This is an optimization exercise on Yosys and OpenROAD, whose aim is small area, a short achievable clock period and few clock cycles per item, not a production implementation. Where RTL was checked, it was by simulation tests only, not by an equivalence proof against the original. No functional check of the RTL was part of run 5. Power is estimated from default activity; no workload was simulated.

File: flow/flow/run.sh
#!/bin/bash
# The standard layout, with the ports buffered by buf_2 cells.
set -euo pipefail
bash standard.sh "BUFFER_PORTS_ARGS=-buffer_cell sky130_fd_sc_hd__buf_2" finish > standard_flow.log 2>&1
File: flow/design.v
module div(
    input                               clk,
    input                               resetn,
    input                               signed_div_i,
    input   [31:0]                   operand1_i,
    input   [31:0]                   operand2_i,
    input                               start_i,
    input                               annul_i,
    output  reg[63:0]          result_o,
    output  reg                         ready_o
);
localparam S_IDLE = 3'd0;
localparam S_NEG  = 3'd1;
localparam S_NORM = 3'd2;
localparam S_ITER = 3'd3;
localparam S_DONE = 3'd4;
reg [2:0]  state;
reg [31:0] rem;       
reg [32:0] dsr;       
reg [31:0] quo;
reg [4:0]  cnt;
reg [4:0]  lz_a;      
reg [4:0]  lz_b;      
reg        sa;        
reg        sb;        
wire sa_in = signed_div_i & operand1_i[31];
wire sb_in = signed_div_i & operand2_i[31];
wire b_zero = ~|operand2_i;
wire [32:0] b_ext = {sb_in, operand2_i};
wire neg_in = sa_in ^ sb_in;          
genvar k, i;
function [4:0] lzc32;
    input [31:0] v;
    input        s;
    reg [7:0] nz;
    reg [7:0] oh;
    reg [3:0] nb;
    reg [2:0] hi;
    integer n;
    begin
        for (n = 0; n < 8; n = n + 1)
            nz[n] = s ? ~&v[4*n +: 4] : |v[4*n +: 4];
        for (n = 0; n < 8; n = n + 1)
            oh[n] = nz[n] & ~|(nz >> (n + 1));
        nb = 4'd0;
        hi = 3'd0;
        for (n = 0; n < 8; n = n + 1) begin
            nb = nb | ({4{oh[n]}} & v[4*n +: 4]);
            hi = hi | ({3{oh[n]}} & (3'd7 - n[2:0]));
        end
        nb = nb ^ {4{s}};
        lzc32 = {hi, ~nb[3] & ~nb[2], ~nb[3] & (nb[2] | ~nb[1])};
    end
endfunction
wire [31:0] wa = sa_in ? {~operand1_i[30:0], 1'b1} : operand1_i;
wire [31:0] wb = {operand2_i[31:1], ~sb_in};
wire [7:0] nz_a, nz_b, nz_b_above;
generate
    for (k = 0; k < 8; k = k + 1) begin : nib
        assign nz_a[k] = |wa[4*k+3:4*k];
        assign nz_b[k] = sb_in ? ~&wb[4*k+3:4*k] : |wb[4*k+3:4*k];
        if (k == 7) begin : top
            assign nz_b_above[k] = 1'b0;
        end else begin : below
            assign nz_b_above[k] = |nz_b[7:k+1];
        end
    end
endgenerate
wire small_in = ~|(nz_a & ~nz_b_above);
wire [4:0] sg = lz_b & ~lz_a;
wire [4:0] sp = lz_b | ~lz_a;
wire [4:0] sc;      
assign sc[0] = 1'b1;
assign sc[1] = sg[0] | sp[0];
assign sc[2] = sg[1] | sp[1] & (sg[0] | sp[0]);
assign sc[3] = sg[2] | sp[2] & sg[1] | sp[2] & sp[1] & (sg[0] | sp[0]);
assign sc[4] = sg[3] | sp[3] & sg[2] | sp[3] & sp[2] & sg[1]
             | sp[3] & sp[2] & sp[1] & (sg[0] | sp[0]);
wire [4:0] first = (lz_b ^ sc) ^ ~lz_a;
wire        neg_q = sa ^ sb;     
wire        rem_s = sa & rem[31];
wire [33:0] x = {rem_s, rem_s, rem};
wire [33:0] y = ~{dsr[32], dsr};
wire [33:0] g0 = x & y;
wire [33:0] p0 = x | y;
wire [33:0] gg [0:6];
wire [33:0] pp [0:6];
assign gg[0] = g0;
assign pp[0] = p0;
generate
    for (k = 0; k < 6; k = k + 1) begin : ks
        for (i = 0; i < 34; i = i + 1) begin : kb
            if (i >= (1 << k)) begin : comb
                assign gg[k+1][i] = gg[k][i] | (pp[k][i] & gg[k][i - (1 << k)]);
                assign pp[k+1][i] = pp[k][i] & pp[k][i - (1 << k)];
            end else begin : pass
                assign gg[k+1][i] = gg[k][i];
                assign pp[k+1][i] = pp[k][i];
            end
        end
    end
endgenerate
wire [33:0] gt = gg[6];
wire [33:0] pt = pp[6];
wire [33:0] carry = {gt[32:0] | pt[32:0], 1'b1};
wire [33:0] sum = (x ^ carry) ^ y;
wire neg_le = (x[33] ^ gt[32]) ^ y[33];
wire take = sa ? neg_le : ~sum[33];
wire [32:0] sh [0:5];
assign sh[0] = dsr;
generate
    for (k = 0; k < 5; k = k + 1) begin : shs
        assign sh[k+1] = first[k] ? {sh[k][32 - (1 << k):0], {(1 << k){1'b0}}} : sh[k];
    end
endgenerate
always @(*) begin
    result_o = {rem[31:0], quo};
    ready_o  = (state == S_DONE);
end
always @(posedge clk) begin
    lz_a  <= lzc32(wa, 1'b0);
    lz_b  <= lzc32(wb, sb_in);
    sa    <= sa_in;
    sb    <= sb_in;
    case (state)
        S_IDLE:  dsr <= b_ext;
        S_NEG:   dsr <= sum[32:0];      
        S_NORM:  dsr <= sh[5];
        default: dsr <= {dsr[32], dsr[32:1]};
    endcase
    if (state == S_NORM) cnt <= first;
    else                 cnt <= cnt - 5'd1;
    case (state)
        S_IDLE:  quo <= 32'd0;
        S_NEG:   quo <= 32'd0;
        S_NORM:  quo <= {32{neg_q & take}};
        default: quo <= {quo[30:0], take ^ neg_q};
    endcase
    case (state)
        S_IDLE:  rem <= (b_zero | neg_in & ~small_in) ? 32'd0 : operand1_i;
        S_NEG:   rem <= operand1_i;
        S_NORM:  if (take & neg_q) rem <= sum[31:0];
        S_ITER:  if (take) rem <= sum[31:0];
        default: ;
    endcase
    if (resetn == 1'b0) begin
        state <= S_IDLE;
    end else begin
        case (state)
            S_IDLE: begin
                if (start_i && !annul_i) begin
                    if (b_zero | small_in) state <= S_DONE;
                    else if (neg_in)       state <= S_NEG;
                    else                   state <= S_NORM;
                end
            end
            S_NEG:  state <= annul_i ? S_IDLE : S_NORM;
            S_NORM: begin
                if (annul_i)    state <= S_IDLE;
                else if (!take) state <= S_DONE;     
                else            state <= S_ITER;
            end
            S_ITER: begin
                if (annul_i)           state <= S_IDLE;
                else if (cnt == 5'd0)  state <= S_DONE;
            end
            default: state <= S_IDLE;
        endcase
    end
end
endmodule
File: flow/constraint.sdc
create_clock -name core_clock -period 5.0 [get_ports {clk}]
set_input_delay 1.0000 -clock core_clock [delete_from_list [all_inputs] [get_ports {clk}]]
set_output_delay 1.0000 -clock core_clock [all_outputs]
set_load 0.01 [all_outputs]
File: flow/standard.sh
#!/bin/bash
# synth_recipe.tcl (not shown) runs the flow's synth.tcl, then flattens the netlist and writes it again
# the make line also repeats each setting of config.mk as NAME=value (left out here)
make -C /OpenROAD-flow-scripts/flow DESIGN_CONFIG=/design/flow/config.mk WORK_HOME=/design/flow/orfs CLKGATE_MAP_FILE= SYNTH_SCRIPT=/design/flow/synth_recipe.tcl "${@:-finish}"
File: flow/config.mk
export PLATFORM = sky130hd
export DESIGN_NAME = div
export DESIGN_NICKNAME = div
export VERILOG_FILES = /design/flow/design.v
export SDC_FILE = /design/flow/constraint.sdc
export NUM_CORES = 8
export LEC_CHECK = 0
export ABC_AREA = 1
export CAP_MARGIN = 20
export CORE_MARGIN = 2
export CORE_UTILIZATION = 55
export CTS_BUF_LIST = sky130_fd_sc_hd__clkbuf_8
export SETUP_SLACK_MARGIN = 1.5
export SLEW_MARGIN = 20
==> results of run 1 <==
[layout make-up]
cell class / count / area (um2)
fillers: 1830 / 6626
clock inverters: 15 / 242.7
repair inverters: 2 / 12.51
multi-input cells: 1327 / 6222
inverters: 219 / 832.0
clock buffers: 17 / 234.0
repair buffers: 146 / 763.2
flip-flops and latches: 117 / 2683
well taps: 229 / 286.5
[worst paths after layout]
kind         startpoint       to  slack [ps]
min             quo[16]  quo[17]         450
max reg2reg     rem[15]  rem[17]        1670
max             rem[15]  rem[17]        1670
min reg2reg     quo[16]  quo[17]         450
[sequential cells by signal, indices dropped and copies added, names as in the netlist]
register,flops
dsr,33
quo,32
rem,32
cnt,5
lz_a,5
lz_b,5
state,3
sa,1
sb,1
[synth_stat cells (6+ instances only)]
cell	count	area, um2
sky130_fd_sc_hd__inv_1	207	777.0
sky130_fd_sc_hd__nand2_1	633	2376
sky130_fd_sc_hd__o21ai_0	159	795.8
sky130_fd_sc_hd__clkbuf_1	33	123.9
sky130_fd_sc_hd__nand2_2	16	100.1
sky130_fd_sc_hd__xor2_1	17	148.9
sky130_fd_sc_hd__nand4_1	20	125.1
sky130_fd_sc_hd__xnor2_1	12	105.1
sky130_fd_sc_hd__o21ai_1	18	90.09
sky130_fd_sc_hd__nor3_1	8	40.04
sky130_fd_sc_hd__buf_2	8	40.04
sky130_fd_sc_hd__nor2_1	162	608.1
sky130_fd_sc_hd__buf_6	8	90.09
sky130_fd_sc_hd__a21oi_1	60	300.3
sky130_fd_sc_hd__o21ai_2	14	122.6
sky130_fd_sc_hd__nor2_2	11	68.82
sky130_fd_sc_hd__nand3_1	84	420.4
sky130_fd_sc_hd__o2111ai_1	11	96.34
sky130_fd_sc_hd__or2_2	9	56.30
sky130_fd_sc_hd__dfxtp_1	83	1662
sky130_fd_sc_hd__clkinv_1	6	22.52
sky130_fd_sc_hd__buf_1	6	22.52
sky130_fd_sc_hd__o211ai_1	23	172.7
sky130_fd_sc_hd__a31oi_1	14	87.58
sky130_fd_sc_hd__nor4_1	10	62.56
sky130_fd_sc_hd__edfxtp_1	34	1021
[cell families after synthesis]
kind of cell | Yosys count | share of synthesized area (%)
simple gates | 968 | 39.97
buf+inv | 275 | 11.11
compound gates | 323 | 18.66
xor+xnor | 29 | 2.545
flops | 117 | 26.88
fa+ha+maj | 6 | 0.8276
[stage by stage]
step / setup WS [ps] / cell area [um2] / instances / hold slack [ps] / power, mW
after floorplan: 2092 / 9982 / 1718 / 449.9 / 3.506
after CTS: 1503 / 11240 / 2069 / 451.0 / 5.548
after global routing: 1492 / 11280 / 2072 / 476.7 / 6.093
after detailed placement: 1408 / 10770 / 2037 / 431.4 / 4.488
final: 1667 / 11280 / 2072 / 449.6 / 5.699
after global placement: 1494 / 10770 / 2037 / 427.3 / 4.457
[report_power, final]
group / switching (mW) / internal, mW
Sequential: 0.181 / 1.21
Clock: 0.448 / 0.609
Combinational: 2.33 / 0.923
Total: 2.96 / 2.74
[per-layer routing]
| metal | part of all wire [%] | vias to the layer above |
|---|---|---|
| li1 | - | 5769 |
| met1 | 40 | 5364 |
| met2 | 43 | 710 |
| met3 | 13 | 117 |
| met4 | 4.0 | 0 |
| met5 | 0 | - |
[critical path, cell delays in order (launching register included)]
cell and delay [ps]:
sky130_fd_sc_hd__edfxtp_1 390, sky130_fd_sc_hd__inv_1 50, sky130_fd_sc_hd__nand2_1 140, sky130_fd_sc_hd__nand2_1 90, sky130_fd_sc_hd__nor2_1 270, sky130_fd_sc_hd__nand2_1 110, sky130_fd_sc_hd__nor2_1 240, sky130_fd_sc_hd__nand3_1 100
sky130_fd_sc_hd__nand2_1 90, sky130_fd_sc_hd__inv_1 50, sky130_fd_sc_hd__nand3_1 70, sky130_fd_sc_hd__nand3_1 80, sky130_fd_sc_hd__nand2_1 230, sky130_fd_sc_hd__inv_1 210, sky130_fd_sc_hd__o21ai_2 820
[what timing repair did]
item | CTS | global route
endpoints found under the hold margin | 0 | 0
endpoints found under the setup margin | 0 | 57
buffers inserted | 0 | 0
gates resized for setup | 0 | 3
==> qor.json, run 1 <==
{
  "drt": {
    "route.detailed.vias_per_inst": 5.772,
    "wire_per_inst_um": 18.38,
    "drtIter0Drc": 1240,
    "drc": 0,
    "drt-pass1-iter-count": 8,
    "antenna_violating_nets_post_route": 0,
    "routed-via-count": 11960,
    "finalWirelength_um": 38080
  },
  "flow_run": {
    "timing.max_cap.violations": 0
  },
  "clock_network": {
    "clk-insertion-delay-late_ps": 470,
    "ctsHoldBuffers": 0,
    "clkSinkCount": 117,
    "tritoncts": "yes",
    "clk_pin_slew_ps": 80,
    "number_of_h_tree_branching_levels": 4,
    "clockBufferDepth": 2,
    "clock_tree.root_cell": "sky130_fd_sc_hd__clkbuf_8",
    "clock_buffer_count_from_cts": 17
  },
  "finish": {
    "mostFrequentLayoutCells": "633 x sky130_fd_sc_hd__nand2_1, 206 x sky130_fd_sc_hd__inv_1, 160 x sky130_fd_sc_hd__nor2_1",
    "drive_above_1_share_pct": 13.67,
    "insertedDiodeCount": 0,
    "area_delta_synth_final_pct": 13.00,
    "design.final.nets": 1905,
    "mostFrequentLayoutCell": "sky130_fd_sc_hd__nand2_1",
    "fin_util_pct": 62.99
  },
  "floorplanning": {
    "chipWidth_um": 138.7,
    "placeableCoreArea_mm2": 0.01790,
    "design.portCount": 134,
    "floorplan.initialDensity_pct": 55.74,
    "std_cell_rows": 49,
    "die_area_mm2": 0.01924,
    "chipHeight_um": 138.7
  },
  "logic_synthesis": {
    "post_synthesis_sequential_area_ratio_pct": 26.88,
    "average_footprint_of_a_synthesized_cell_um2": 5.808,
    "postSynthCellCount": 1718,
    "netlist_area_mm2": 0.009978,
    "synth-warning-count": 1,
    "synth_nets": 1793,
    "post_synth_num_cell_types": 52,
    "postSynth.asyncResetShare_pct": 0,
    "synth_ff_type": "sky130_fd_sc_hd__dfxtp_1",
    "synth_edf_count": 34,
    "postSynthRegisterBits": 117
  },
  "worst_hold_path": {
    "min_delay_path_depth": 2,
    "hold_path_class": "reg2reg"
  },
  "outcome": {
    "outcome": "complete, no violations"
  },
  "pwr": {
    "ir_worst_vdd_mv": 0.3201,
    "power_density_mw_per_mm2": 505.4,
    "leakage_nw": 5.822
  },
  "global_route": {
    "antenna_found_initial": 1,
    "global_route_wire_length_before_repair_um": 58550,
    "globalRouteMet3Util_pct": 11.26,
    "globalRoute.busiestLayer": "met2",
    "first_global_vias": 11130,
    "grt_max_degree": 52,
    "groute.usage.overall_pct": 38.80,
    "globalRouteMet2Util_pct": 60.89,
    "gr-total-overflow": 0,
    "grtUsageMet1_pct": 50.92
  },
  "timing": {
    "grt_setup_unrepaired": "no",
    "timing.final.hold_violations": 0,
    "tightest_slew_ps": 983.7,
    "timing_max_transition_violations_final": 0,
    "setup_clock_skew_after_layout_ps": 12.13,
    "slew_headroom_pct": 34.41,
    "report.final.setup_viol": 0,
    "final_min_period_over_clock_period_pct": 66.66,
    "finalWorstPathRequiredPeriod_ps": 3333,
    "max_freq_ghz": 0.3000,
    "timing.setup.tns_ps": 0
  },
  "worst_setup_path": {
    "timing.reg2reg.worst_path_depth": 14,
    "critPathArrivalTime_ps": 3420,
    "worst-endpoint-required_ps": 5090,
    "critPathKind": "reg2reg",
    "critical_path.startpoint_type": "register",
    "critical_path.max_fanout": 16,
    "worstSetupEndpointType": "register"
  },
  "placement": {
    "gp_congestion": 1.079,
    "io_buffers": 133,
    "dp_hpwl_um": 30390
  }
}
Testbench counts, summed over its fixed seeds: cycles 71,722, divisions 8,000.
==> inputs of run 2 (changes only) <==
--- a/flow/config.mk
+++ b/flow/config.mk
@@ -5,7 +5,6 @@
 export SDC_FILE = /design/flow/constraint.sdc
 export NUM_CORES = 8
 export LEC_CHECK = 0
-export ABC_AREA = 1
 export CAP_MARGIN = 20
 export CORE_MARGIN = 2
 export CORE_UTILIZATION = 55
==> qor.json, run 2 <==
{
  "outcome": {
    "outcome": "complete, no violations"
  },
  "logic_synthesis": {
    "synth_nets": 1206,
    "postSynth.asyncResetShare_pct": 0,
    "average_footprint_of_a_synthesized_cell_um2": 8.247,
    "post_synth_num_cell_types": 82,
    "post_synthesis_sequential_area_ratio_pct": 28.76,
    "most_frequent_cell_after_synthesis": "sky130_fd_sc_hd__nand2_1",
    "netlist_area_mm2": 0.009328,
    "postSynthRegisterBits": 117,
    "synth_edf_count": 34,
    "postSynthCellCount": 1131,
    "post-synth-top-area-cell": "sky130_fd_sc_hd__dfxtp_1",
    "netlist_top_cells_count": "114 x sky130_fd_sc_hd__nand2_1, 97 x sky130_fd_sc_hd__nor2_1, 83 x sky130_fd_sc_hd__dfxtp_1, 79 x sky130_fd_sc_hd__a21oi_1, 62 x sky130_fd_sc_hd__o21ai_0",
    "synth-warning-count": 1,
    "synth_ff_type": "sky130_fd_sc_hd__dfxtp_1",
    "synthTopCellsByArea": "sky130_fd_sc_hd__dfxtp_1 18%, sky130_fd_sc_hd__edfxtp_1 11%, sky130_fd_sc_hd__mux2i_1 4.7%",
    "post-synth-top-area-fraction_pct": 17.81
  },
  "global_route": {
    "grt_max_degree": 49,
    "groute.usage.overall_pct": 38.00,
    "antenna_found_initial": 1,
    "gr-total-overflow": 0,
    "first_global_vias": 9138,
    "global_route_wire_length_before_repair_um": 52060
  },
  "floorplanning": {
    "chipHeight_um": 134.2,
    "floorplan.initialDensity_pct": 56.25,
    "design.portCount": 134,
    "die_area_mm2": 0.01802,
    "std_cell_rows": 47,
    "chipWidth_um": 134.2,
    "placeableCoreArea_mm2": 0.01658
  },
  "pwr": {
    "power_density_mw_per_mm2": 567.2,
    "sequentialPowerShare_pct": 25.6,
    "clockPowerShare_pct": 15.2,
    "cellInternalPower_mw": 3.309,
    "totalPowerFinal_mw": 6.236,
    "power_frac_comb_pct": 59.2,
    "ir_worst_vdd_mv": 0.3086,
    "leakage_nw": 4.672,
    "netSwitchingPower_mw": 2.927,
    "netSwitchingFraction_pct": 46.94
  },
  "worst_setup_path": {
    "worstSetupEndpointType": "register",
    "critPathArrivalTime_ps": 3610,
    "worst-endpoint-required_ps": 5170,
    "critical_path.max_fanout": 16,
    "critPathKind": "reg2reg",
    "critical_path.startpoint_type": "register"
  },
  "clock_network": {
    "clock_buffer_count_from_cts": 17,
    "clock_tree.root_cell": "sky130_fd_sc_hd__clkbuf_8",
    "clk-insertion-delay-late_ps": 460,
    "tritoncts": "yes",
    "clk_pin_slew_ps": 80,
    "number_of_h_tree_branching_levels": 4,
    "clockBufferDepth": 2,
    "clkSinkCount": 117
  },
  "drt": {
    "finalWirelength_um": 34780,
    "antenna_violating_nets_post_route": 0,
    "wire_per_inst_um": 23.28,
    "route.detailed.vias_per_inst": 6.559,
    "drc": 0,
    "drtIter0Drc": 1124,
    "routed-via-count": 9799,
    "drt-pass1-iter-count": 7
  },
  "finish": {
    "max_reg_flops": 33,
    "design.final.nets": 1336,
    "biggestRegsByFlops": "dsr (33), quo (32), rem (32)",
    "register_area_mm2": 0.002686,
    "area_delta_synth_final_pct": 17.87,
    "drive_above_1_share_pct": 24.73,
    "fillers": 1474,
    "largest-register": "dsr",
    "insertedDiodeCount": 0,
    "multiInputGateArea_mm2": 0.006386,
    "mostFrequentLayoutCells": "133 x sky130_fd_sc_hd__buf_2, 113 x sky130_fd_sc_hd__nand2_1, 96 x sky130_fd_sc_hd__nor2_1",
    "mostFrequentLayoutCell": "sky130_fd_sc_hd__buf_2"
  },
  "timing": {
    "fin_ws_ps": 1566,
    "report.final.setup_viol": 0,
    "timing.final.hold_violations": 0,
    "slew_headroom_pct": 38.34,
    "setup_clock_skew_after_layout_ps": 16.80,
    "grt_setup_unrepaired": "yes",
    "tightest_slew_ps": 924.9,
    "final_min_period_over_clock_period_pct": 68.68,
    "max_freq_ghz": 0.2912,
    "timing.setup.tns_ps": 0,
    "timing_max_transition_violations_final": 0,
    "finalWorstPathRequiredPeriod_ps": 3434
  },
  "worst_hold_path": {
    "hold_path_class": "reg2reg"
  },
  "placement": {
    "gp_congestion": 1.002,
    "io_buffers": 133,
    "dp_hpwl_um": 26040,
    "setup_slack_placement_ps": 1073
  },
  "flow_run": {
    "timing.max_cap.violations": 0
  }
}
run 2: repair_timing:
item | CTS | global route
gates resized for setup | 17 | 33
buffers inserted | 4 | 13
pin swaps | 5 | 16
hold buffers | 0 | 0
gates cloned | 1 | 2
setup endpoints to repair | 76 | 117
run 2: layout make-up:
type,instances,area share [%]
Multi-Input combinational cell,902,58.09
Tap cell,220,2.504
Timing Repair Buffer,169,9.264
Inverter,54,1.866
Clock inverter,15,1.718
Clock buffer,17,2.128
Sequential cell,117,24.43
run 2: per-stage QoR:
step | hold WS (ps) | utilization, % | instances | cell area [um2]
2_1_floorplan | 435.1 | - | 1131 | 9355
3_3_place_gp | 428.4 | 61.39 | 1442 | 10180
3_5_place_dp | 434.8 | 61.45 | 1442 | 10190
4_1_cts | 454.5 | 64.71 | 1479 | 10730
5_1_grt | 470.5 | 66.30 | 1494 | 10990
6_report | 451.4 | 66.30 | 1494 | 10990
run 2: kinds of logic (layout without fill, tap and decap cells):
group | Yosys count | in the layout | share of synthesized area [%]
fa+ha+maj | 39 | 39 | 4.521
mux | 68 | 68 | 9.631
compound gates | 345 | 345 | 25.78
flops | 117 | 117 | 28.76
xor+xnor | 52 | 52 | 5.044
simple gates | 397 | 398 | 21.02
buf+inv | 113 | 255 | 5.245
run 2: critical path: stages, from the launching register on:
cell and delay (ps):
sky130_fd_sc_hd__dfxtp_2 420, sky130_fd_sc_hd__inv_1 110, sky130_fd_sc_hd__maj3_2 320, sky130_fd_sc_hd__maj3_2 310
sky130_fd_sc_hd__maj3_2 300, sky130_fd_sc_hd__o21bai_1 170, sky130_fd_sc_hd__a211oi_2 330, sky130_fd_sc_hd__o211ai_2 130
sky130_fd_sc_hd__mux2i_2 240, sky130_fd_sc_hd__xnor2_2 130, sky130_fd_sc_hd__o21bai_4 200, sky130_fd_sc_hd__a21oi_4 160
sky130_fd_sc_hd__buf_12 150, sky130_fd_sc_hd__buf_16 170
run 2: path summary, 6_finish.rpt:
check	startpoint	end	depth (start not counted)	slack [ps]
min reg2reg	quo[20]	quo[21]	1	450
max	dsr[6]	rem[9]	13	1570
min	quo[20]	quo[21]	1	450
max reg2reg	dsr[6]	rem[9]	13	1570
run 2: power groups by stage:
stage                     Clock (mW)  Combinational, mW  Sequential [mW]
after floorplan                    0               2.44             1.53
after global placement             0               3.33             1.59
after detailed placement           0               3.34             1.60
after CTS                      0.954               3.45             1.58
after global routing           0.990               3.95             1.63
final                          0.948               3.69             1.60
run 2: layer usage:
metal | track usage (%) | routed length (um)
met1 | 51.45 | 14160
met2 | 57.71 | 15210
met3 | 10.05 | 4062
met4 | 15.50 | 1330
met5 | 0 | 10
==> inputs of run 3 (changes only) <==
--- a/flow/config.mk
+++ b/flow/config.mk
@@ -7,7 +7,7 @@
 export LEC_CHECK = 0
 export CAP_MARGIN = 20
 export CORE_MARGIN = 2
-export CORE_UTILIZATION = 55
+export CORE_UTILIZATION = 54
 export CTS_BUF_LIST = sky130_fd_sc_hd__clkbuf_8
 export SETUP_SLACK_MARGIN = 1.5
 export SLEW_MARGIN = 20
==> qor.json, run 3 <==
{
  "finish": {
    "drive_above_1_share_pct": 27.33,
    "fin_util_pct": 65.25,
    "mostFrequentLayoutCell": "sky130_fd_sc_hd__buf_2",
    "insertedDiodeCount": 0,
    "design.final.nets": 1339,
    "mostFrequentLayoutCells": "133 x sky130_fd_sc_hd__buf_2, 113 x sky130_fd_sc_hd__nand2_1, 95 x sky130_fd_sc_hd__nor2_1",
    "max_reg_flops": 33,
    "post_layout_instance_area_mm2": 0.01117,
    "biggestRegsByFlops": "dsr (33), quo (32), rem (32)",
    "largest-register": "dsr",
    "area_delta_synth_final_pct": 19.73
  },
  "logic_synthesis": {
    "synth_nets": 1206,
    "postSynthCellCount": 1131,
    "post-synth-top-area-cell": "sky130_fd_sc_hd__dfxtp_1",
    "netlist_top_cells_count": "114 x sky130_fd_sc_hd__nand2_1, 97 x sky130_fd_sc_hd__nor2_1, 83 x sky130_fd_sc_hd__dfxtp_1, 79 x sky130_fd_sc_hd__a21oi_1, 62 x sky130_fd_sc_hd__o21ai_0",
    "average_footprint_of_a_synthesized_cell_um2": 8.247,
    "synth_ff_type": "sky130_fd_sc_hd__dfxtp_1",
    "post-synth-top-area-fraction_pct": 17.81,
    "synthTopCellsByArea": "sky130_fd_sc_hd__dfxtp_1 18%, sky130_fd_sc_hd__edfxtp_1 11%, sky130_fd_sc_hd__mux2i_1 4.7%",
    "synth-warning-count": 1,
    "postSynthRegisterBits": 117,
    "most_frequent_cell_after_synthesis": "sky130_fd_sc_hd__nand2_1",
    "postSynth.asyncResetShare_pct": 0,
    "synth_edf_count": 34,
    "post_synthesis_sequential_area_ratio_pct": 28.76,
    "netlist_area_mm2": 0.009328,
    "post_synth_num_cell_types": 82
  },
  "worst_setup_path": {
    "critPathKind": "reg2reg",
    "worstSetupEndpointType": "register",
    "worst_r2r_startpoint": "rem[17]",
    "worst-endpoint-required_ps": 5180,
    "timing.reg2reg.worst_path_depth": 13,
    "critical_path.max_fanout": 8,
    "critical_path.startpoint": "rem[17]",
    "critical_path.startpoint_type": "register",
    "r2r_setup_slack_ps": 1480,
    "critPathArrivalTime_ps": 3690,
    "critical_path.endpoint": "rem[6]",
    "worst_r2r_endpoint": "rem[6]"
  },
  "floorplanning": {
    "design.portCount": 134,
    "std_cell_rows": 48,
    "placeableCoreArea_mm2": 0.01712,
    "die_area_mm2": 0.01834,
    "chipWidth_um": 135.4,
    "floorplan.initialDensity_pct": 54.50,
    "chipHeight_um": 135.4
  },
  "global_route": {
    "antenna_found_initial": 1,
    "grt_max_degree": 43,
    "gr-total-overflow": 0,
    "first_global_vias": 9116,
    "global_route_wire_length_before_repair_um": 52540,
    "groute.usage.overall_pct": 38.31
  },
  "pwr": {
    "leakage_nw": 4.697,
    "ir_worst_vdd_mv": 0.3082,
    "power_density_mw_per_mm2": 568.9
  },
  "worst_hold_path": {
    "hold_path_class": "reg2reg"
  },
  "placement": {
    "dp_hpwl_um": 26280,
    "placed_area_mm2": 0.01017,
    "io_buffers": 133,
    "gp_congestion": 0.9836,
    "setup_slack_placement_ps": 724.7
  },
  "timing": {
    "timing.final.hold_violations": 0,
    "final_min_period_over_clock_period_pct": 70.32,
    "slew_headroom_pct": 43.07,
    "max_freq_ghz": 0.2844,
    "report.final.setup_viol": 0,
    "tightest_slew_ps": 845.0,
    "finalWorstPathRequiredPeriod_ps": 3516,
    "setup_clock_skew_after_layout_ps": 16.22,
    "grt_setup_unrepaired": "yes",
    "timing.setup.tns_ps": 0,
    "fin_ws_ps": 1484,
    "timing_max_transition_violations_final": 0
  },
  "outcome": {
    "outcome": "complete, no violations"
  },
  "clock_network": {
    "clk_pin_slew_ps": 90,
    "clock_buffer_count_from_cts": 17,
    "clock_tree.root_cell": "sky130_fd_sc_hd__clkbuf_8",
    "clockBufferDepth": 2,
    "tritoncts": "yes",
    "number_of_h_tree_branching_levels": 4,
    "ctsHoldBuffers": 0,
    "clk-insertion-delay-late_ps": 460,
    "clkSinkCount": 117
  },
  "drt": {
    "antenna_violating_nets_post_route": 0,
    "drt-pass1-iter-count": 7,
    "finalWirelength_um": 35390,
    "routed-via-count": 9953,
    "drtIter0Drc": 1105,
    "route.detailed.vias_per_inst": 6.626,
    "wire_per_inst_um": 23.56,
    "drc": 0
  },
  "flow_run": {
    "timing.max_cap.violations": 0
  }
}
[run 3: cell counts after synthesis]
Identical to the previous run, type by type.
[run 3: cell type report]
cell class	count	area, um2
inverter	54	205.2
clock buffer	17	234.0
fill	1536	5948
clock inverter	15	156.4
multi-input combinational	902	6525
timing repair buffer	172	1070
sequential	117	2696
tap	225	281.5
[run 3: worst min-delay path by stage]
stage,start,to,slack [ps],cells after the start
after detailed placement,quo[28],quo[29],440,1
after global routing,quo[2],quo[3],480,1
after CTS,quo[17],quo[18],450,1
after floorplan,cnt[0],cnt[0],440,1
after global placement,quo[20],quo[21],430,1
final,quo[23],quo[24],450,1
[run 3: metal layers]
metal  wire (um)  track usage (%)
met1       14460            51.27
met2       15370            57.08
met3        4116            12.08
met4        1432            16.55
met5          13                0
[run 3: cell families (layout without fill, tap and decap cells)]
family | after synthesis | in the layout | synth area share (%)
compound gates | 345 | 345 | 25.78
simple gates | 397 | 398 | 21.02
buf+inv | 113 | 258 | 5.245
fa+ha+maj | 39 | 39 | 4.521
flops | 117 | 117 | 28.76
mux | 68 | 68 | 9.631
xor+xnor | 52 | 52 | 5.044
[run 3: worst max-delay path, cell delays in order (launching register included)]
cell                        delay, ps
sky130_fd_sc_hd__edfxtp_1         420
sky130_fd_sc_hd__nor2b_4          170
sky130_fd_sc_hd__maj3_1           380
sky130_fd_sc_hd__maj3_1           390
sky130_fd_sc_hd__o211ai_1         320
sky130_fd_sc_hd__a21oi_2          110
sky130_fd_sc_hd__o21ai_2          200
sky130_fd_sc_hd__o211ai_2         140
sky130_fd_sc_hd__mux2i_2          240
sky130_fd_sc_hd__xnor2_2          110
sky130_fd_sc_hd__o21bai_4         210
sky130_fd_sc_hd__a21oi_4          190
sky130_fd_sc_hd__buf_12           160
sky130_fd_sc_hd__clkbuf_16        180
[run 3: report_power, final]
group	switching [mW]	leakage [nW]	internal (mW)
logic	2.23	3.44	1.62
registers	0.355	1.06	1.26
clock network	0.478	0.199	0.414
total	3.06	4.70	3.29
[run 3: timing repair]
action	4_1_cts	5_1_grt
setup buffers	12	8
pin swaps	3	21
resized for setup	30	64
setup endpoints to repair	117	118
cloned	1	3
[run 3: through the flow]
stage	hold slack, ps	cells	total power, mW
6_report	454.1	1502	6.354
5_1_grt	479.1	1502	6.682
4_1_cts	450.8	1491	6.000
3_5_place_dp	436.4	1446	4.940
3_3_place_gp	430.4	1446	4.925
2_1_floorplan	435.1	1131	3.973
==> inputs of run 4 (changes only) <==
--- a/flow/config.mk
+++ b/flow/config.mk
@@ -7,7 +7,7 @@
 export LEC_CHECK = 0
 export CAP_MARGIN = 20
 export CORE_MARGIN = 2
-export CORE_UTILIZATION = 54
+export CORE_UTILIZATION = 56
 export CTS_BUF_LIST = sky130_fd_sc_hd__clkbuf_8
 export SETUP_SLACK_MARGIN = 1.5
 export SLEW_MARGIN = 20
==> qor.json, run 4 <==
{
  "finish": {
    "design.final.nets": 1347,
    "area_delta_synth_final_pct": 20.47,
    "drive_above_1_share_pct": 26.93,
    "mostFrequentLayoutCell": "sky130_fd_sc_hd__buf_2",
    "largest-register": "dsr",
    "biggestRegsByFlops": "dsr (33), quo (32), rem (32)",
    "max_reg_flops": 33,
    "mostFrequentLayoutCells": "133 x sky130_fd_sc_hd__buf_2, 113 x sky130_fd_sc_hd__nand2_1, 97 x sky130_fd_sc_hd__nor2_1",
    "fillers": 1390
  },
  "drt": {
    "wire_per_inst_um": 22.77,
    "antenna_violating_nets_post_route": 0,
    "finalWirelength_um": 34300,
    "drc": 0,
    "drt-pass1-iter-count": 6,
    "drtIter0Drc": 971,
    "route.detailed.vias_per_inst": 6.479,
    "routed-via-count": 9757
  },
  "floorplanning": {
    "die_area_mm2": 0.01771,
    "chipHeight_um": 133.1,
    "floorplan.initialDensity_pct": 56.85,
    "placeableCoreArea_mm2": 0.01641,
    "design.portCount": 134,
    "chipWidth_um": 133.1,
    "std_cell_rows": 47
  },
  "clock_network": {
    "clk_pin_slew_ps": 80,
    "ctsHoldBuffers": 0,
    "clk-insertion-delay-late_ps": 460,
    "clock_tree.root_cell": "sky130_fd_sc_hd__clkbuf_8",
    "clockBufferDepth": 2,
    "clkSinkCount": 117,
    "number_of_h_tree_branching_levels": 4,
    "tritoncts": "yes",
    "clock_buffer_count_from_cts": 17
  },
  "global_route": {
    "first_global_vias": 8929,
    "antenna_found_initial": 0,
    "groute.usage.overall_pct": 38.36,
    "gr-total-overflow": 0,
    "global_route_wire_length_before_repair_um": 51790,
    "globalRouteMet3Util_pct": 8.774,
    "grtUsageMet1_pct": 53.10,
    "globalRoute.busiestLayer": "met2",
    "globalRouteMet2Util_pct": 57.97,
    "grt_max_degree": 41
  },
  "pwr": {
    "netSwitchingPower_mw": 2.994,
    "clockPowerShare_pct": 14.4,
    "netSwitchingFraction_pct": 46.99,
    "totalPowerFinal_mw": 6.371,
    "leakage_nw": 4.717,
    "power_frac_comb_pct": 60.5,
    "ir_worst_vdd_mv": 0.2609,
    "cellInternalPower_mw": 3.377,
    "power_density_mw_per_mm2": 566.9,
    "sequentialPowerShare_pct": 25.1
  },
  "logic_synthesis": {
    "post_synth_num_cell_types": 82,
    "postSynthRegisterBits": 117,
    "synth-warning-count": 1,
    "synth_ff_type": "sky130_fd_sc_hd__dfxtp_1",
    "post-synth-top-area-cell": "sky130_fd_sc_hd__dfxtp_1",
    "netlist_area_mm2": 0.009328,
    "post-synth-top-area-fraction_pct": 17.81,
    "most_frequent_cell_after_synthesis": "sky130_fd_sc_hd__nand2_1",
    "post_synthesis_sequential_area_ratio_pct": 28.76,
    "synth_nets": 1206,
    "postSynthCellCount": 1131,
    "postSynth.asyncResetShare_pct": 0,
    "synthTopCellsByArea": "sky130_fd_sc_hd__dfxtp_1 18%, sky130_fd_sc_hd__edfxtp_1 11%, sky130_fd_sc_hd__mux2i_1 4.7%",
    "netlist_top_cells_count": "114 x sky130_fd_sc_hd__nand2_1, 97 x sky130_fd_sc_hd__nor2_1, 83 x sky130_fd_sc_hd__dfxtp_1, 79 x sky130_fd_sc_hd__a21oi_1, 62 x sky130_fd_sc_hd__o21ai_0",
    "synth_edf_count": 34,
    "average_footprint_of_a_synthesized_cell_um2": 8.247
  },
  "timing": {
    "report.final.setup_viol": 0,
    "slew_headroom_pct": 36.23,
    "timing.final.hold_violations": 0,
    "setup_clock_skew_after_layout_ps": 17.84,
    "finalWorstPathRequiredPeriod_ps": 3542,
    "max_freq_ghz": 0.2823,
    "final_min_period_over_clock_period_pct": 70.84,
    "timing_max_transition_violations_final": 0,
    "timing.setup.tns_ps": 0,
    "grt_setup_unrepaired": "yes",
    "tightest_slew_ps": 951.3
  },
  "worst_setup_path": {
    "crit_path_max_incr_delay_ps": 430,
    "worst-endpoint-required_ps": 5160,
    "critical_path.startpoint_type": "register",
    "critical_path.max_fanout": 8,
    "timing.critical_path.mode_cell": "sky130_fd_sc_hd__maj3_1",
    "worstSetupEndpointType": "register",
    "top_delay_family_on_crit_path": "compound AO/OA/AOI/OAI gates",
    "critPathKind": "reg2reg",
    "buffering_stage_count_on_the_worst_path_with_inverters_included": 3,
    "worst_r2r_startpoint": "rem[17]",
    "timing.critical_path.slowest_stage_cell": "sky130_fd_sc_hd__edfxtp_1",
    "critical_path.startpoint": "rem[17]",
    "critPathArrivalTime_ps": 3700,
    "cp_cell_sequence": "nor2b_4 -> maj3_1 -> maj3_1 -> o211ai_1 -> a21oi_2 -> o21ai_2 -> o211ai_2 -> mux2i_2 -> xnor2_2 -> o21bai_4 -> a21oi_4 -> buf_6 -> buf_8 -> buf_12"
  },
  "placement": {
    "dp_hpwl_um": 25660,
    "gp_congestion": 0.9737,
    "io_buffers": 133
  },
  "worst_hold_path": {
    "hold_path_startpoint": "quo[19]",
    "hold_path_class": "reg2reg"
  },
  "flow_run": {
    "timing.max_cap.violations": 0
  },
  "outcome": {
    "outcome": "complete, no violations"
  }
}
run 4: cell type report:
class | count | area (um2) | area share [%]
Multi-Input combinational cell | 902 | 6554 | 58.32
Timing Repair Buffer | 180 | 1104 | 9.821
Tap cell | 220 | 275.3 | 2.450
Inverter | 54 | 205.2 | 1.826
Clock inverter | 14 | 161.4 | 1.436
Clock buffer | 18 | 247.7 | 2.205
Antenna cell | 1 | 2.502 | 0.02227
Sequential cell | 117 | 2688 | 23.92
run 4: path summary, 6_finish.rpt:
kind | endpoint | slack, ps | depth (start not counted)
min | quo[20] | 450 | 1
max | rem[17] | 1460 | 14
min reg2reg | quo[20] | 450 | 1
max reg2reg | rem[17] | 1460 | 14
run 4: logic make-up (layout without fill, tap and decap cells):
kind of cell	count (synthesis)	count (layout)	synth area share, %
compound gates	345	345	25.78
buf+inv	113	266	5.245
simple gates	397	398	21.02
other cells	0	1	0
mux	68	68	9.631
xor+xnor	52	52	5.044
flops	117	117	28.76
fa+ha+maj	39	39	4.521
run 4: metal layers:
layer  wire, um  vias up
li1           -     4499
met1      14330     4563
met2      14910      616
met3       3698       79
met4       1359        0
met5          0        -
run 4: power by group through the flow:
stage               registers [mW]  logic (mW)  clock network [mW]
finish                        1.60        3.85               0.919
global route                  1.63        4.14               0.956
CTS                           1.58        3.56               0.923
detailed placement            1.60        3.33                   0
global placement              1.59        3.32                   0
floorplan                     1.53        2.44                   0
run 4: timing repair:
action,4_1_cts,5_1_grt
gates resized for setup,38,51
pin swaps,12,20
buffers inserted,15,11
setup endpoints to repair,107,104
gates cloned,2,1
run 4: per-stage QoR:
stage	hold slack (ps)	cells	worst slack (ps)	cell area, um2	util [%]
6_report	454.7	1506	1458	11240	68.49
5_1_grt	477.3	1505	1375	11230	68.47
4_1_cts	457.5	1493	1464	10930	66.61
3_5_place_dp	438.9	1444	611.2	10180	62.06
3_3_place_gp	427.2	1444	601.4	10180	62.06
2_1_floorplan	435.1	1131	1435	9355	-
==> inputs of run 5 (changes only) <==
--- a/flow/design.v
+++ b/flow/design.v
@@ -77,6 +77,7 @@
 assign sc[4] = sg[3] | sp[3] & sg[2] | sp[3] & sp[2] & sg[1]
              | sp[3] & sp[2] & sp[1] & (sg[0] | sp[0]);
 wire [4:0] first = (lz_b ^ sc) ^ ~lz_a;
+wire       first0 = (lz_b == lz_a);     
 wire        neg_q = sa ^ sb;     
 wire        rem_s = sa & rem[31];
 wire [33:0] x = {rem_s, rem_s, rem};
@@ -133,13 +134,13 @@
     case (state)
         S_IDLE:  quo <= 32'd0;
         S_NEG:   quo <= 32'd0;
-        S_NORM:  quo <= {32{neg_q & take}};
+        S_NORM:  quo <= {{31{neg_q & take}}, take & (neg_q | first0)};
         default: quo <= {quo[30:0], take ^ neg_q};
     endcase
     case (state)
         S_IDLE:  rem <= (b_zero | neg_in & ~small_in) ? 32'd0 : operand1_i;
         S_NEG:   rem <= operand1_i;
-        S_NORM:  if (take & neg_q) rem <= sum[31:0];
+        S_NORM:  if (take & (neg_q | first0)) rem <= sum[31:0];
         S_ITER:  if (take) rem <= sum[31:0];
         default: ;
     endcase
@@ -158,6 +159,7 @@
             S_NORM: begin
                 if (annul_i)    state <= S_IDLE;
                 else if (!take) state <= S_DONE;     
+                else if (first0) state <= S_DONE;    
                 else            state <= S_ITER;
             end
             S_ITER: begin
--- a/flow/config.mk
+++ b/flow/config.mk
@@ -7,7 +7,7 @@
 export LEC_CHECK = 0
 export CAP_MARGIN = 20
 export CORE_MARGIN = 2
-export CORE_UTILIZATION = 56
+export CORE_UTILIZATION = 55
 export CTS_BUF_LIST = sky130_fd_sc_hd__clkbuf_8
 export SETUP_SLACK_MARGIN = 1.5
 export SLEW_MARGIN = 20
==> qor.json, run 5 <==
{
  "outcome": {
    "outcome": "complete, no violations"
  },
  "clock_network": {
    "number_of_h_tree_branching_levels": 4,
    "clkSinkCount": 117,
    "ctsHoldBuffers": 0,
    "tritoncts": "yes",
    "clock_buffer_count_from_cts": 17,
    "clock_tree.root_cell": "sky130_fd_sc_hd__clkbuf_8",
    "clk_pin_slew_ps": 80,
    "clockBufferDepth": 2,
    "clk-insertion-delay-late_ps": 480
  },
  "timing": {
    "tightest_slew_ps": 1080,
    "timing.setup.tns_ps": 0,
    "final_min_period_over_clock_period_pct": 75.84,
    "timing_max_transition_violations_final": 0,
    "slew_headroom_pct": 27.43,
    "timing.final.hold_violations": 0,
    "finalWorstPathRequiredPeriod_ps": 3792,
    "report.final.setup_viol": 0,
    "max_freq_ghz": 0.2637,
    "grt_setup_unrepaired": "yes",
    "setup_clock_skew_after_layout_ps": 16.92,
    "worst_hold_margin_ps": 447.5
  },
  "finish": {
    "largest-register": "dsr",
    "max_reg_flops": 33,
    "post_layout_instance_area_mm2": 0.01134,
    "register_area_mm2": 0.002696,
    "fillers": 1392,
    "mostFrequentLayoutCell": "sky130_fd_sc_hd__buf_2",
    "biggestRegsByFlops": "dsr (33), quo (32), rem (32)",
    "mostFrequentLayoutCells": "133 x sky130_fd_sc_hd__buf_2, 130 x sky130_fd_sc_hd__nand2_1, 123 x sky130_fd_sc_hd__nor2_1",
    "design.final.nets": 1406,
    "insertedDiodeCount": 0,
    "drive_above_1_share_pct": 25.06,
    "area_delta_synth_final_pct": 23.18,
    "multiInputGateArea_mm2": 0.006415,
    "post_layout_nonfiller_instances": 1557
  },
  "floorplanning": {
    "chipHeight_um": 133.4,
    "std_cell_rows": 47,
    "placeableCoreArea_mm2": 0.01647,
    "chipWidth_um": 133.4,
    "die_area_mm2": 0.01779,
    "floorplan.initialDensity_pct": 55.90,
    "design.portCount": 134
  },
  "worst_hold_path": {
    "hold_path_startpoint": "quo[9]",
    "hold_path_class": "reg2reg",
    "min_delay_path_depth": 1,
    "hold-path-endpoint": "quo[10]"
  },
  "worst_setup_path": {
    "worst-endpoint-required_ps": 5220,
    "critPathKind": "reg2reg",
    "r2r_setup_slack_ps": 1210,
    "worstSetupEndpointType": "register",
    "critical_path.max_fanout": 8,
    "critPathArrivalTime_ps": 4010,
    "worst_r2r_endpoint": "rem[20]",
    "timing.reg2reg.worst_path_depth": 12,
    "worst_r2r_startpoint": "dsr[6]",
    "critical_path.startpoint_type": "register"
  },
  "placement": {
    "dp_hpwl_um": 26310,
    "gp_congestion": 0.9944,
    "place.detailed.instances": 1471,
    "io_buffers": 133,
    "placed_area_mm2": 0.01010
  },
  "pwr": {
    "totalPowerFinal_mw": 6.113,
    "ir_worst_vdd_mv": 0.2983,
    "power_density_mw_per_mm2": 539.2,
    "leakage_nw": 4.925
  },
  "global_route": {
    "gr-total-overflow": 0,
    "grt_max_degree": 45,
    "first_global_vias": 9245,
    "antenna_found_initial": 1,
    "groute.usage.overall_pct": 39.26,
    "global_route_wire_length_before_repair_um": 53220
  },
  "logic_synthesis": {
    "post-synth-top-area-cell": "sky130_fd_sc_hd__dfxtp_1",
    "netlist_area_mm2": 0.009205,
    "post_synthesis_sequential_area_ratio_pct": 29.14,
    "synth_nets": 1248,
    "synth-warning-count": 1,
    "synthTopCellsByArea": "sky130_fd_sc_hd__dfxtp_1 18%, sky130_fd_sc_hd__edfxtp_1 11%, sky130_fd_sc_hd__nand2_1 5.3%",
    "synth_edf_count": 34,
    "post-synth-top-area-fraction_pct": 18.05,
    "postSynthCellCount": 1166,
    "postSynth.asyncResetShare_pct": 0,
    "post_synth_num_cell_types": 74,
    "postSynthRegisterBits": 117,
    "average_footprint_of_a_synthesized_cell_um2": 7.895,
    "synth_ff_type": "sky130_fd_sc_hd__dfxtp_1",
    "netlist_top_cells_count": "130 x sky130_fd_sc_hd__nand2_1, 127 x sky130_fd_sc_hd__nor2_1, 85 x sky130_fd_sc_hd__a21oi_1, 83 x sky130_fd_sc_hd__dfxtp_1, 73 x sky130_fd_sc_hd__o21ai_0",
    "most_frequent_cell_after_synthesis": "sky130_fd_sc_hd__nand2_1"
  },
  "drt": {
    "finalWirelength_um": 36270,
    "drc": 0,
    "drtIter0Drc": 1502,
    "wire_per_inst_um": 23.29,
    "drt-pass1-iter-count": 9,
    "route.detailed.vias_per_inst": 6.678,
    "antenna_violating_nets_post_route": 0,
    "routed-via-count": 10400
  },
  "flow_run": {
    "timing.max_cap.violations": 0
  }
}
==> run 5: kinds of logic (layout without fill, tap and decap cells) <==
kind of cell / Yosys count / in the layout / share of synthesized area, %
compound gates: 381 / 381 / 28.59
xor+xnor: 55 / 55 / 5.233
mux: 42 / 42 / 6.062
fa+ha+maj: 42 / 42 / 5.029
simple gates: 408 / 408 / 20.93
buf+inv: 121 / 292 / 5.015
flops: 117 / 117 / 29.14
==> run 5: timing repair <==
| item | 4_1_cts | 5_1_grt |
|---|---|---|
| setup endpoints to repair | 95 | 109 |
| resized for setup | 41 | 53 |
| cloned | 2 | 1 |
| pin swaps | 23 | 44 |
| setup buffers | 22 | 29 |
==> run 5: final cells by class <==
type	count	area share, %
Clock buffer	17	2.064
Sequential cell	117	23.78
Inverter	54	1.788
Tap cell	220	2.428
Multi-Input combinational cell	928	56.58
Clock inverter	15	1.633
Timing Repair Buffer	206	11.73
==> run 5: through the flow <==
| step | setup slack (ps) | utilization (%) |
|---|---|---|
| finish | 1208 | 68.86 |
| detailed placement | 753.7 | 61.35 |
| global route | 1136 | 68.86 |
| floorplan | 1500 | - |
| global placement | 877.0 | 61.35 |
| CTS | 1286 | 66.11 |
==> run 5: power breakdown <==
group | switching [mW] | internal, mW
sequential | 0.272 | 1.22
clock | 0.489 | 0.468
combinational | 2.13 | 1.54
total | 2.89 | 3.23
==> run 5: worst max-delay path, stage by stage, from the launching register on <==
cell and delay (ps):
sky130_fd_sc_hd__dfxtp_2 380, sky130_fd_sc_hd__nor2b_1 180, sky130_fd_sc_hd__or4_4 500, sky130_fd_sc_hd__or3_4 380, sky130_fd_sc_hd__o2111ai_4 210, sky130_fd_sc_hd__nand4_1 310
sky130_fd_sc_hd__and2_4 280, sky130_fd_sc_hd__maj3_2 310, sky130_fd_sc_hd__maj3_2 350, sky130_fd_sc_hd__o22ai_4 210, sky130_fd_sc_hd__maj3_2 250, sky130_fd_sc_hd__xnor2_2 120
sky130_fd_sc_hd__o21ai_2 60
==> run 5: worst max-delay path by stage <==
stage | start | endpoint | slack (ps) | cells after the start
after global routing | rem[8] | dsr[32] | 1140 | 13
after CTS | rem[7] | dsr[32] | 1290 | 13
after detailed placement | operand2_i[31] | rem[2] | 750 | 13
after floorplan | dsr[5] | rem[0] | 1500 | 14
after global placement | operand2_i[31] | rem[6] | 880 | 13
final | dsr[6] | rem[20] | 1210 | 12
==> run 5: per-layer routing <==
| metal | GRT usage [%] | share of wire (%) | wire, um |
|---|---|---|---|
| met5 | 0 | 0 | 0 |
| met4 | 18.26 | 4.9 | 1792 |
| met3 | 10.62 | 13 | 4574 |
| met2 | 59.77 | 44 | 15900 |
| met1 | 52.05 | 39 | 14000 |
==> inputs of run 6 (changes only) <==
--- a/flow/design.v
+++ b/flow/design.v
@@ -77,7 +77,6 @@
 assign sc[4] = sg[3] | sp[3] & sg[2] | sp[3] & sp[2] & sg[1]
              | sp[3] & sp[2] & sp[1] & (sg[0] | sp[0]);
 wire [4:0] first = (lz_b ^ sc) ^ ~lz_a;
-wire       first0 = (lz_b == lz_a);     
 wire        neg_q = sa ^ sb;     
 wire        rem_s = sa & rem[31];
 wire [33:0] x = {rem_s, rem_s, rem};
@@ -134,13 +133,13 @@
     case (state)
         S_IDLE:  quo <= 32'd0;
         S_NEG:   quo <= 32'd0;
-        S_NORM:  quo <= {{31{neg_q & take}}, take & (neg_q | first0)};
+        S_NORM:  quo <= {32{neg_q & take}};
         default: quo <= {quo[30:0], take ^ neg_q};
     endcase
     case (state)
         S_IDLE:  rem <= (b_zero | neg_in & ~small_in) ? 32'd0 : operand1_i;
         S_NEG:   rem <= operand1_i;
-        S_NORM:  if (take & (neg_q | first0)) rem <= sum[31:0];
+        S_NORM:  if (take & neg_q) rem <= sum[31:0];
         S_ITER:  if (take) rem <= sum[31:0];
         default: ;
     endcase
@@ -159,7 +158,6 @@
             S_NORM: begin
                 if (annul_i)    state <= S_IDLE;
                 else if (!take) state <= S_DONE;     
-                else if (first0) state <= S_DONE;    
                 else            state <= S_ITER;
             end
             S_ITER: begin
==> flow/flow/run.sh (replaced) <==
#!/bin/bash
# The standard layout, with the ports buffered by buf_1 cells.
set -euo pipefail
bash standard.sh "BUFFER_PORTS_ARGS=-buffer_cell sky130_fd_sc_hd__buf_1" finish > standard_flow.log 2>&1
==> qor.json, run 6 <==
{
  "outcome": {
    "outcome": "complete, no violations"
  },
  "pwr": {
    "clockPowerShare_pct": 14.6,
    "netSwitchingPower_mw": 2.996,
    "sequentialPowerShare_pct": 25.7,
    "power_frac_comb_pct": 59.7,
    "ir_worst_vdd_mv": 0.2765,
    "netSwitchingFraction_pct": 48.07,
    "leakage_nw": 4.258,
    "power_density_mw_per_mm2": 572.6,
    "cellInternalPower_mw": 3.236
  },
  "drt": {
    "antenna_violating_nets_post_route": 0,
    "wire_per_inst_um": 23.81,
    "drt-pass1-iter-count": 8,
    "finalWirelength_um": 35660,
    "routed-via-count": 9966,
    "drtIter0Drc": 1114,
    "drc": 0,
    "route.detailed.vias_per_inst": 6.653
  },
  "floorplanning": {
    "std_cell_rows": 47,
    "design.portCount": 134,
    "floorplan.initialDensity_pct": 56.25,
    "die_area_mm2": 0.01802,
    "chipWidth_um": 134.2,
    "chipHeight_um": 134.2,
    "placeableCoreArea_mm2": 0.01658
  },
  "global_route": {
    "global_route_wire_length_before_repair_um": 52580,
    "gr-total-overflow": 0,
    "antenna_found_initial": 0,
    "groute.usage.overall_pct": 38.83,
    "first_global_vias": 9054,
    "grt_max_degree": 39
  },
  "logic_synthesis": {
    "post-synth-top-area-cell": "sky130_fd_sc_hd__dfxtp_1",
    "postSynthRegisterBits": 117,
    "post_synthesis_sequential_area_ratio_pct": 28.76,
    "synthTopCellsByArea": "sky130_fd_sc_hd__dfxtp_1 18%, sky130_fd_sc_hd__edfxtp_1 11%, sky130_fd_sc_hd__mux2i_1 4.7%",
    "postSynthCellCount": 1131,
    "most_frequent_cell_after_synthesis": "sky130_fd_sc_hd__nand2_1",
    "average_footprint_of_a_synthesized_cell_um2": 8.247,
    "synth-warning-count": 1,
    "postSynth.asyncResetShare_pct": 0,
    "netlist_area_mm2": 0.009328,
    "synth_ff_type": "sky130_fd_sc_hd__dfxtp_1",
    "post_synth_num_cell_types": 82,
    "synth_edf_count": 34,
    "netlist_top_cells_count": "114 x sky130_fd_sc_hd__nand2_1, 97 x sky130_fd_sc_hd__nor2_1, 83 x sky130_fd_sc_hd__dfxtp_1, 79 x sky130_fd_sc_hd__a21oi_1, 62 x sky130_fd_sc_hd__o21ai_0",
    "synth_nets": 1206,
    "post-synth-top-area-fraction_pct": 17.81
  },
  "worst_setup_path": {
    "worstSetupEndpointType": "register",
    "worst_r2r_startpoint": "dsr[6]",
    "critical_path.max_fanout": 8,
    "critPathKind": "reg2reg",
    "worst-endpoint-required_ps": 5160,
    "worst_r2r_endpoint": "rem[18]",
    "critPathArrivalTime_ps": 3630,
    "timing.reg2reg.worst_path_depth": 13,
    "r2r_setup_slack_ps": 1530,
    "critical_path.startpoint_type": "register"
  },
  "clock_network": {
    "clkSinkCount": 117,
    "clock_buffer_count_from_cts": 17,
    "clockBufferDepth": 2,
    "number_of_h_tree_branching_levels": 4,
    "clk-insertion-delay-late_ps": 460,
    "clk_pin_slew_ps": 80,
    "clock_tree.root_cell": "sky130_fd_sc_hd__clkbuf_8",
    "ctsHoldBuffers": 0,
    "tritoncts": "yes"
  },
  "timing": {
    "setup_clock_skew_after_layout_ps": 16.90,
    "worst_hold_margin_ps": 453.1,
    "timing_max_transition_violations_final": 0,
    "timing.final.hold_violations": 0,
    "tightest_slew_ps": 951.8,
    "finalWorstPathRequiredPeriod_ps": 3466,
    "slew_headroom_pct": 36.24,
    "report.final.setup_viol": 0,
    "grt_setup_unrepaired": "yes",
    "timing.setup.tns_ps": 0,
    "max_freq_ghz": 0.2885,
    "final_min_period_over_clock_period_pct": 69.31
  },
  "finish": {
    "post_layout_nonfiller_instances": 1498,
    "drive_above_1_share_pct": 15.49,
    "biggestRegsByFlops": "dsr (33), quo (32), rem (32)",
    "fin_util_pct": 65.64,
    "design.final.nets": 1340,
    "mostFrequentLayoutCell": "sky130_fd_sc_hd__buf_1",
    "area_delta_synth_final_pct": 16.70,
    "max_reg_flops": 33,
    "fillers": 1499,
    "mostFrequentLayoutCells": "132 x sky130_fd_sc_hd__buf_1, 113 x sky130_fd_sc_hd__nand2_1, 95 x sky130_fd_sc_hd__nor2_1",
    "largest-register": "dsr",
    "insertedDiodeCount": 0
  },
  "worst_hold_path": {
    "min_delay_path_depth": 1,
    "hold_path_startpoint": "quo[22]",
    "hold_path_class": "reg2reg",
    "hold-path-endpoint": "quo[23]"
  },
  "placement": {
    "io_buffers": 133,
    "dp_hpwl_um": 26510,
    "gp_congestion": 1.032,
    "place.detailed.instances": 1445
  },
  "flow_run": {
    "timing.max_cap.violations": 0
  }
}
[run 6: how the worst max path moves through the flow]
| stage | from | endpoint | slack [ps] |
|---|---|---|---|
| 5_1_grt | rem[5] | dsr[31] | 1440 |
| 3_5_place_dp | operand2_i[31] | rem[9] | 950 |
| 4_1_cts | rem[5] | rem[18] | 1490 |
| 6_report | dsr[6] | rem[18] | 1530 |
| 2_1_floorplan | rem[5] | rem[0] | 1430 |
| 3_3_place_gp | operand2_i[31] | rem[13] | 1040 |
[run 6: metrics by stage]
stage / power (mW) / setup slack (ps) / cell area (um2)
final: 6.233 / 1534 / 10890
after CTS: 5.962 / 1494 / 10610
after global placement: 4.883 / 1043 / 10030
after detailed placement: 4.909 / 947.2 / 10030
after floorplan: 3.973 / 1435 / 9355
after global routing: 6.551 / 1435 / 10890
[run 6: kinds of logic after synthesis]
logic type / after synthesis / share of synthesized area, %
XOR/XNOR: 52 / 5.044
AND/OR/NAND/NOR: 397 / 21.02
multiplexers: 68 / 9.631
flip-flops: 117 / 28.76
buffers and inverters: 113 / 5.245
AO/OA/AOI/OAI: 345 / 25.78
adder cells (fa/ha/maj): 39 / 4.521
[run 6: cell type report]
type	count	area, um2	area share (%)
Multi-Input combinational cell	902	6422	59.00
Inverter	54	206.4	1.897
Clock buffer	17	234.0	2.149
Tap cell	220	275.3	2.529
Timing Repair Buffer	173	893.4	8.207
Sequential cell	117	2691	24.72
Clock inverter	15	162.7	1.494
[run 6: power groups by stage]
stage | Clock [mW] | Combinational, mW | Sequential [mW]
3_3_place_gp | 0 | 3.29 | 1.59
5_1_grt | 0.955 | 3.96 | 1.63
3_5_place_dp | 0 | 3.31 | 1.60
2_1_floorplan | 0 | 2.44 | 1.53
6_report | 0.907 | 3.72 | 1.60
4_1_cts | 0.912 | 3.47 | 1.59
[run 6: worst max-delay path, stage by stage, from the launching register on]
cell	delay (ps)
sky130_fd_sc_hd__dfxtp_2	420
sky130_fd_sc_hd__inv_1	110
sky130_fd_sc_hd__maj3_2	330
sky130_fd_sc_hd__maj3_2	330
sky130_fd_sc_hd__maj3_2	320
sky130_fd_sc_hd__o21bai_4	180
sky130_fd_sc_hd__a211oi_4	270
sky130_fd_sc_hd__o211ai_2	120
sky130_fd_sc_hd__mux2i_2	280
sky130_fd_sc_hd__xnor2_2	120
sky130_fd_sc_hd__o21bai_4	190
sky130_fd_sc_hd__a21oi_4	170
sky130_fd_sc_hd__buf_6	160
sky130_fd_sc_hd__buf_12	150
[run 6: routing by layer]
layer	GRT usage [%]	wire length (um)	vias to the layer above
li1	-	-	4475
met1	51.87	14400	4775
met2	59.27	15790	612
met3	11.07	4007	104
met4	15.79	1468	0
met5	0	0	-
[run 6: timing repair]
item / in CTS / in global routing
pin swaps: 7 / 15
resized for setup: 23 / 43
setup buffers: 6 / 12
gates cloned: 3 / 0
endpoints found under the setup margin: 102 / 102
Testbench counts of run 6, summed over its fixed seeds: cycles 71,722, divisions 8,000.
==> inputs of run 7 (changes only) <==
==> flow/flow/run.sh (replaced) <==
#!/bin/bash
# The standard layout, with the ports buffered by buf_2 cells and a clock tree
# without dummy loads.
set -euo pipefail
bash standard.sh "BUFFER_PORTS_ARGS=-buffer_cell sky130_fd_sc_hd__buf_2" \
  "CTS_ARGS=-sink_clustering_enable -repair_clock_nets -dont_use_dummy_load -buf_list sky130_fd_sc_hd__clkbuf_8" \
  finish > standard_flow.log 2>&1
==> qor.json, run 7 <==
{
  "timing": {
    "tightest_slew_ps": 952.3,
    "final_min_period_over_clock_period_pct": 70.11,
    "max_freq_ghz": 0.2853,
    "timing_max_transition_violations_final": 0,
    "fin_ws_ps": 1495,
    "report.final.setup_viol": 0,
    "timing.final.hold_violations": 0,
    "grt_setup_unrepaired": "yes",
    "slew_headroom_pct": 36.51,
    "finalWorstPathRequiredPeriod_ps": 3506,
    "setup_clock_skew_after_layout_ps": 32.30,
    "timing.setup.tns_ps": 0
  },
  "finish": {
    "mostFrequentLayoutCell": "sky130_fd_sc_hd__buf_2",
    "design.final.nets": 1336,
    "area_delta_synth_final_pct": 16.23,
    "largest-register": "dsr",
    "mostFrequentLayoutCells": "133 x sky130_fd_sc_hd__buf_2, 113 x sky130_fd_sc_hd__nand2_1, 96 x sky130_fd_sc_hd__nor2_1",
    "insertedDiodeCount": 0,
    "post_layout_instance_area_mm2": 0.01084,
    "max_reg_flops": 33,
    "drive_above_1_share_pct": 24.31,
    "biggestRegsByFlops": "dsr (33), quo (32), rem (32)"
  },
  "worst_setup_path": {
    "crit_path_max_incr_delay_ps": 390,
    "critical_path.startpoint": "rem[5]",
    "worstSetupEndpointType": "register",
    "worst_r2r_startpoint": "rem[5]",
    "worst-endpoint-required_ps": 5140,
    "r2r_setup_slack_ps": 1490,
    "critPathKind": "reg2reg",
    "cp_cell_sequence": "nor2b_4 -> maj3_2 -> maj3_2 -> maj3_2 -> o21bai_4 -> a211oi_4 -> o211ai_2 -> mux2i_2 -> xnor2_2 -> o21bai_4 -> a21oi_4 -> buf_6 -> buf_16",
    "critical_path.max_fanout": 8,
    "timing.critical_path.slowest_stage_cell": "sky130_fd_sc_hd__edfxtp_1",
    "timing.reg2reg.worst_path_depth": 13,
    "worst_r2r_endpoint": "rem[1]",
    "critical_path.endpoint": "rem[1]",
    "critical_path.startpoint_type": "register",
    "critPathArrivalTime_ps": 3650,
    "timing.critical_path.mode_cell": "sky130_fd_sc_hd__maj3_2"
  },
  "floorplanning": {
    "die_area_mm2": 0.01802,
    "design.portCount": 134,
    "placeableCoreArea_mm2": 0.01658,
    "floorplan.initialDensity_pct": 56.25,
    "std_cell_rows": 47,
    "chipWidth_um": 134.2,
    "chipHeight_um": 134.2
  },
  "logic_synthesis": {
    "post_synthesis_sequential_area_ratio_pct": 28.76,
    "synth-warning-count": 1,
    "post-synth-top-area-cell": "sky130_fd_sc_hd__dfxtp_1",
    "most_frequent_cell_after_synthesis": "sky130_fd_sc_hd__nand2_1",
    "synth_nets": 1206,
    "synthTopCellsByArea": "sky130_fd_sc_hd__dfxtp_1 18%, sky130_fd_sc_hd__edfxtp_1 11%, sky130_fd_sc_hd__mux2i_1 4.7%",
    "synth_edf_count": 34,
    "synth_ff_type": "sky130_fd_sc_hd__dfxtp_1",
    "post-synth-top-area-fraction_pct": 17.81,
    "netlist_area_mm2": 0.009328,
    "postSynthRegisterBits": 117,
    "netlist_top_cells_count": "114 x sky130_fd_sc_hd__nand2_1, 97 x sky130_fd_sc_hd__nor2_1, 83 x sky130_fd_sc_hd__dfxtp_1, 79 x sky130_fd_sc_hd__a21oi_1, 62 x sky130_fd_sc_hd__o21ai_0",
    "post_synth_num_cell_types": 82,
    "average_footprint_of_a_synthesized_cell_um2": 8.247,
    "postSynthCellCount": 1131,
    "postSynth.asyncResetShare_pct": 0
  },
  "drt": {
    "drtIter0Drc": 1097,
    "drt-pass1-iter-count": 7,
    "routed-via-count": 9742,
    "route.detailed.vias_per_inst": 6.587,
    "finalWirelength_um": 34610,
    "wire_per_inst_um": 23.40,
    "antenna_violating_nets_post_route": 0,
    "drc": 0
  },
  "clock_network": {
    "clock_tree.root_cell": "sky130_fd_sc_hd__clkbuf_8",
    "clk_pin_slew_ps": 80,
    "number_of_h_tree_branching_levels": 4,
    "clockBufferDepth": 2,
    "clkSinkCount": 117,
    "clock_buffer_count_from_cts": 17,
    "tritoncts": "yes",
    "clk-insertion-delay-late_ps": 450
  },
  "pwr": {
    "leakage_nw": 4.593,
    "ir_worst_vdd_mv": 0.2716,
    "totalPowerFinal_mw": 5.945,
    "power_density_mw_per_mm2": 548.4
  },
  "placement": {
    "setup_slack_placement_ps": 1073,
    "gp_congestion": 1.002,
    "io_buffers": 133,
    "dp_hpwl_um": 26040,
    "placed_area_mm2": 0.01019
  },
  "global_route": {
    "global_route_wire_length_before_repair_um": 51940,
    "grt_max_degree": 49,
    "antenna_found_initial": 0,
    "first_global_vias": 9092,
    "groute.usage.overall_pct": 37.98,
    "gr-total-overflow": 0
  },
  "flow_run": {
    "timing.max_cap.violations": 0
  },
  "worst_hold_path": {
    "min_delay_path_depth": 1,
    "hold_path_class": "reg2reg"
  },
  "outcome": {
    "outcome": "complete, no violations"
  }
}
run 7: cell counts after synthesis:
Identical to the previous run, type by type.
run 7: worst max-delay path, delay by kind of cell (launching register included):
family / cells / cell delay, ps
simple gates: 1 / 150
mux: 1 / 240
xor+xnor: 1 / 120
fa+ha+maj: 3 / 890
buf+inv: 2 / 300
flops: 1 / 390
compound gates: 5 / 1130
run 7: kinds of logic (layout without fill, tap and decap cells):
group / Yosys count / after routing / synth area share (%)
multiplexers: 68 / 68 / 9.631
buffers and inverters: 113 / 241 / 5.245
flip-flops: 117 / 117 / 28.76
adder cells (fa/ha/maj): 39 / 39 / 4.521
AND/OR/NAND/NOR: 397 / 397 / 21.02
XOR/XNOR: 52 / 52 / 5.044
AO/OA/AOI/OAI: 345 / 345 / 25.78
run 7: timing repair:
item	CTS	global route
pin swaps	2	20
setup endpoints to repair	76	120
resized for setup	16	44
hold buffers	0	0
hold endpoints to repair	0	0
buffers inserted	5	13
cloned	2	0
run 7: power by group:
part           switching, mW  internal, mW  total [mW]
Sequential             0.339          1.26        1.60
Clock                  0.325         0.297       0.623
Combinational           2.16          1.57        3.72
run 7: layout make-up:
cell class | instances | area [um2]
Clock buffer | 17 | 234.0
Fill cell | 1496 | 5742
Inverter | 54 | 205.2
Multi-Input combinational cell | 901 | 6402
Sequential cell | 117 | 2689
Tap cell | 220 | 275.3
Timing Repair Buffer | 170 | 1036
run 7: worst min-delay path by stage:
| stage | startpoint | endpoint | slack, ps |
|---|---|---|---|
| 2_1_floorplan | cnt[0] | cnt[0] | 440 |
| 3_3_place_gp | quo[20] | quo[21] | 430 |
| 3_5_place_dp | quo[20] | quo[21] | 430 |
| 4_1_cts | quo[15] | quo[16] | 450 |
| 5_1_grt | quo[15] | quo[16] | 470 |
| 6_report | quo[17] | quo[18] | 450 |
run 7: per-stage QoR:
| step | utilization (%) | instances | hold WS [ps] |
|---|---|---|---|
| 4_1_cts | 63.79 | 1466 | 451.3 |
| 6_report | 65.38 | 1479 | 449.3 |
| 2_1_floorplan | - | 1131 | 435.1 |
| 3_5_place_dp | 61.45 | 1442 | 434.8 |
| 3_3_place_gp | 61.39 | 1442 | 428.4 |
| 5_1_grt | 65.38 | 1479 | 469.5 |
run 7: metal layers:
metal,global-route usage (%),share of wire (%)
met1,51.00,41
met4,16.20,4.1
met2,57.60,44
met3,10.39,11
met5,0,0

[port drivers added, routing unchanged]
No port has a modelled driver above. Below, the same layouts with a new extraction and two added sets of constraints. Step 1 assumes that a clkbuf_16 drives the clock port and a buf_2 every other input. Step 2 moves the port delays by t, midway between the first and last clock arrival at a register: inputs arrive t later, outputs are due t later. That takes back most of the time a late clock gives input paths. Slacks: no drivers / after step 1 / after step 2; pairs: no drivers / after step 1.
| run | t (ns) | setup WS [ns] | latest minus earliest clock arrival (ns) | pins driven straight from the clock port |
|---|---|---|---|---|
| run 1 | 0.502 | 1.667 / 1.667 / 1.343 | 0.012 / 0.012 | 1 |
| run 2 | 0.495 | 1.566 / 1.566 / 1.259 | 0.017 / 0.016 | 1 |
| run 3 | 0.497 | 1.484 / 1.484 / 1.255 | 0.016 / 0.016 | 1 |
| run 4 | 0.490 | 1.458 / 1.458 / 1.227 | 0.017 / 0.018 | 1 |
| run 5 | 0.511 | 1.208 / 1.208 / 1.048 | 0.017 / 0.018 | 1 |
| run 6 | 0.489 | 1.534 / 1.534 / 1.257 | 0.017 / 0.017 | 1 |
| run 7 | 0.471 | 1.494 / 1.495 / 1.282 | 0.034 / 0.033 | 1 |
After both steps setup and hold are still met in every run listed. The setup slack of run 1, which loses most, moves by 0.000 ns with the drivers and by -0.324 ns with both steps.
